This is an optimization exercise on Yosys and OpenROAD, whose aim is small area, not a production implementation. Function was checked by simulation only, so behaviour that the tests miss may differ from the original.

Design sgap_conv, start of the top module:
module sgap_conv(clk,reset,ops,filterWeight2,filterWeight3,filterOut2,filterOut3,operands,data,sum);
Settings: LEC_CHECK=0, ABC_AREA=1, CAP_MARGIN=20, CORE_MARGIN=2, CORE_UTILIZATION=40, CTS_BUF_LIST=sky130_fd_sc_hd__clkbuf_8, CTS_CLUSTER_DIAMETER=100, CTS_CLUSTER_SIZE=16, GPL_TIMING_DRIVEN=0, SLEW_MARGIN=20, SYNTH_HIERARCHICAL=1; clock period 35.0 ns.
standard.sh (not shown) runs the stock make flow with config.mk's settings and CLKGATE_MAP_FILE= SYNTH_SCRIPT=/design/flow/synth_recipe.tcl, a recipe that flattens the netlist after the stock synthesis.
==> flow/flow/run.sh <==
#!/bin/bash
set -euo pipefail
W=$(pwd)
sed 's#^  log_cmd abc {\*}$abc_args#  set abc_args [lreplace $abc_args 0 1 -script '"$W"'/flow/area.abc]\n  log_cmd abc {*}$abc_args#' \
  "$FLOW_HOME/scripts/synth.tcl" > "$W/own_synth_body.tcl"
grep -q "flow/area.abc" "$W/own_synth_body.tcl"
sed 's#source $::env(SCRIPTS_DIR)/synth.tcl#source '"$W"'/own_synth_body.tcl#' synth_recipe.tcl > "$W/own_synth.tcl"
grep -q own_synth_body "$W/own_synth.tcl"
sed 's#SYNTH_SCRIPT=[^ ]*synth_recipe.tcl#SYNTH_SCRIPT='"$W"'/own_synth.tcl '"'"'BUFFER_PORTS_ARGS=-buffer_cell sky130_fd_sc_hd__buf_1'"'"' '"'"'CTS_ARGS=-sink_clustering_enable -repair_clock_nets -sink_clustering_size 16 -sink_clustering_max_diameter 100 -buf_list sky130_fd_sc_hd__clkbuf_8 -dont_use_dummy_load'"'"'#' \
  standard.sh > "$W/own_standard.sh"
grep -q own_synth.tcl "$W/own_standard.sh"
bash "$W/own_standard.sh" finish > "$W/flow.log" 2>&1
==> flow/flow/area.abc <==
strash
dch -f
amap
strash
dch -f
amap
Next try:
--- a/flow/design.v
+++ b/flow/design.v
@@ -4109,18 +4109,23 @@
 wire t_1500;
 fa_cell t_fa750 (t_1445, t_1444, t_1498, t_1499, t_1500);
 wire t_1501;
 wire t_1502;
 fa_cell t_fa751 (t_1392, t_1446, t_1500, t_1501, t_1502);
 wire [28:0] tot = {t_1502,t_1501,t_1499,t_1497,t_1495,t_1493,t_1491,t_1489,t_1487,t_1485,t_1483,t_1481,t_1479,t_1477,t_1475,t_1473,t_1471,t_1469,t_1467,t_1465,t_1463,t_1461,t_1459,t_1457,t_1455,t_1453,t_1451,t_1449,t_1447};
+reg v2, v3;
 always @(posedge clk or negedge reset)
   if (!reset) begin
-    acc <= 0; r <= 0;
+    v2 <= 1'b0; v3 <= 1'b0;
   end else begin
-    acc <= tot & {29{v1}}; r <= acc;
+    v2 <= v1; v3 <= v2;
   end
+always @(posedge clk) begin
+  acc <= tot;
+  r <= acc;
+end
 reg [11:0] mx;
 reg [8:0] act;
 integer b, k;
 always @(*) begin
   act = 9'h1ff;
   for (b = 11; b >= 0; b = b - 1) begin
@@ -4401,13 +4406,13 @@
     avg[b] = (rem >= 5'd9);
     if (avg[b]) rem = rem - 5'd9;
   end
 end
 always @(*)
   case (ops)
-    2'b00: sum = {1'b0, r};
+    2'b00: sum = v3 ? {1'b0, r} : 30'b0;
     2'b01: sum = reset ? {18'b0, mx} : 30'b0;
     2'b10: sum = reset ? {18'b0, avg} : 30'b0;
     default: sum = data[29:0];
   endcase
 endmodule
 module fa_cell(input a, input b, input c, output s, output co);
After rerunning: The new run passed the timing, DRC and antenna checks. Routed wire length falls by 0.70%. Area after synthesis shrinks by 1.0%. Worst setup slack loses 0.24 ns. Global-route usage goes up by 0.12 points. Die area fell by 1.0%. First-iteration DRC count increases by 21%. Register-to-register slack improves by 0.59 ns. Fmax decreases by 0.72%. Clock-buffer cell count climbs by 1. Sequential cell count went up by 2. Cell count fell by 0.48%. Core utilization is about the same. Via count increases by 0.73%.

--- another note on this design; it stands on its own ---

Setup of v6:
==> flow/design.v (excerpt) <==
module sgap_conv(clk,reset,ops,filterWeight2,filterWeight3,filterOut2,filterOut3,operands,data,sum);
Size: roughly 4900 cells after synthesis, ~0.043 mm² of cells after synthesis.
clock: 35.0 ns
lec_check: 0
abc_area: 1
cap_margin: 20
core_margin: 2
core_utilization: 40
cts_buf_list: sky130_fd_sc_hd__clkbuf_8
cts_cluster_diameter: 100
cts_cluster_size: 16
slew_margin: 20
synth_hierarchical: 1
standard.sh (not shown) runs the stock make flow with config.mk's settings and CLKGATE_MAP_FILE= SYNTH_SCRIPT=/design/flow/synth_recipe.tcl, a recipe that flattens the netlist after the stock synthesis.
==> flow/flow/run.sh <==
#!/bin/bash
set -euo pipefail
W=$(pwd)
sed 's#^  log_cmd abc {\*}$abc_args#  set abc_args [lreplace $abc_args 0 1 -script '"$W"'/flow/area.abc]\n  log_cmd abc {*}$abc_args#' \
  "$FLOW_HOME/scripts/synth.tcl" > "$W/own_synth_body.tcl"
grep -q "flow/area.abc" "$W/own_synth_body.tcl"
sed 's#source $::env(SCRIPTS_DIR)/synth.tcl#source '"$W"'/own_synth_body.tcl#' synth_recipe.tcl > "$W/own_synth.tcl"
grep -q own_synth_body "$W/own_synth.tcl"
sed 's#SYNTH_SCRIPT=[^ ]*synth_recipe.tcl#SYNTH_SCRIPT='"$W"'/own_synth.tcl '"'"'BUFFER_PORTS_ARGS=-buffer_cell sky130_fd_sc_hd__buf_1'"'"' '"'"'CTS_ARGS=-sink_clustering_enable -repair_clock_nets -sink_clustering_size 16 -sink_clustering_max_diameter 100 -buf_list sky130_fd_sc_hd__clkbuf_8 -dont_use_dummy_load'"'"'#' \
  standard.sh > "$W/own_standard.sh"
grep -q own_synth.tcl "$W/own_standard.sh"
bash "$W/own_standard.sh" finish > "$W/flow.log" 2>&1
==> flow/flow/area.abc <==
strash
dch -f
amap -F 1000
[inputs] v7 vs v6
--- a/flow/flow/run.sh
+++ b/flow/flow/run.sh
@@ -8,3 +8,3 @@
 grep -q own_synth_body "$W/own_synth.tcl"
-sed 's#SYNTH_SCRIPT=[^ ]*synth_recipe.tcl#SYNTH_SCRIPT='"$W"'/own_synth.tcl '"'"'BUFFER_PORTS_ARGS=-buffer_cell sky130_fd_sc_hd__buf_1'"'"' '"'"'CTS_ARGS=-sink_clustering_enable -repair_clock_nets -sink_clustering_size 16 -sink_clustering_max_diameter 100 -buf_list sky130_fd_sc_hd__clkbuf_8 -dont_use_dummy_load'"'"'#' \
+sed 's#SYNTH_SCRIPT=[^ ]*synth_recipe.tcl#SYNTH_SCRIPT='"$W"'/own_synth.tcl '"'"'BUFFER_PORTS_ARGS=-buffer_cell sky130_fd_sc_hd__buf_1'"'"'#' \
   standard.sh > "$W/own_standard.sh"
--- a/flow/config.mk
+++ b/flow/config.mk
@@ -13,3 +13,3 @@
 export CTS_CLUSTER_DIAMETER = 100
-export CTS_CLUSTER_SIZE = 16
+export CTS_CLUSTER_SIZE = 20
 export SLEW_MARGIN = 20
==> comparison <==
Summary of v7 over v6: slack of the critical path rose by 0.062 ns, count of flip-flops with a built-in enable after synthesis stayed essentially flat, per-cell routed wire length stayed essentially flat, number of antenna violations at the first check in global routing fell by 1. v7 vs v6 on ratio of final minimum period to clock period: v7 is the lower one. Per the comparison of v7 with v6, design area increased by about 0.36% relative to the old numbers; total number of nets in the final design closely matched the old numbers.

## what the ideal ports hide
How much do the figures lean on ideal ports? The routed layouts below were timed once more, with nothing changed but the port constraints.
Step 1 (the two cells are an assumption about what drives the block):
set clk [get_ports {clk}]
set_driving_cell -lib_cell sky130_fd_sc_hd__clkbuf_16 $clk
set_driving_cell -lib_cell sky130_fd_sc_hd__buf_2 [delete_from_list [all_inputs] $clk]
Step 2 adds t to the input delays and takes it off the output delays; t is the mean of the earliest and latest rising clock arrival at the registers after step 1. Input paths then give back, and output paths get back, about the clock's delay inside the block.
Slacks: no drivers / after step 1 / after step 2; pairs: no drivers / after step 1.
run	t (ns)	setup WS [ns]	worst hold slack (ns)	worst setup path after step 2	slew at the worst register clock pin (ns)
the first run of note 1	0.718	2.272 / 2.235 / 2.235	0.335 / 0.335 / 0.335	input to output	0.11 / 0.11
the second run of note 1	0.733	2.034 / 1.999 / 1.999	0.276 / 0.276 / 0.276	input to output	0.11 / 0.11
v6	0.754	1.972 / 1.949 / 1.949	0.311 / 0.311 / 0.311	input to output	0.11 / 0.11
v7	0.757	2.034 / 2.011 / 2.011	0.347 / 0.347 / 0.347	input to output	0.12 / 0.12
After both steps every run listed still meets setup and hold. The setup slack of the first run of note 1, which loses most, moves by -0.037 ns with the drivers and by -0.037 ns with both steps.
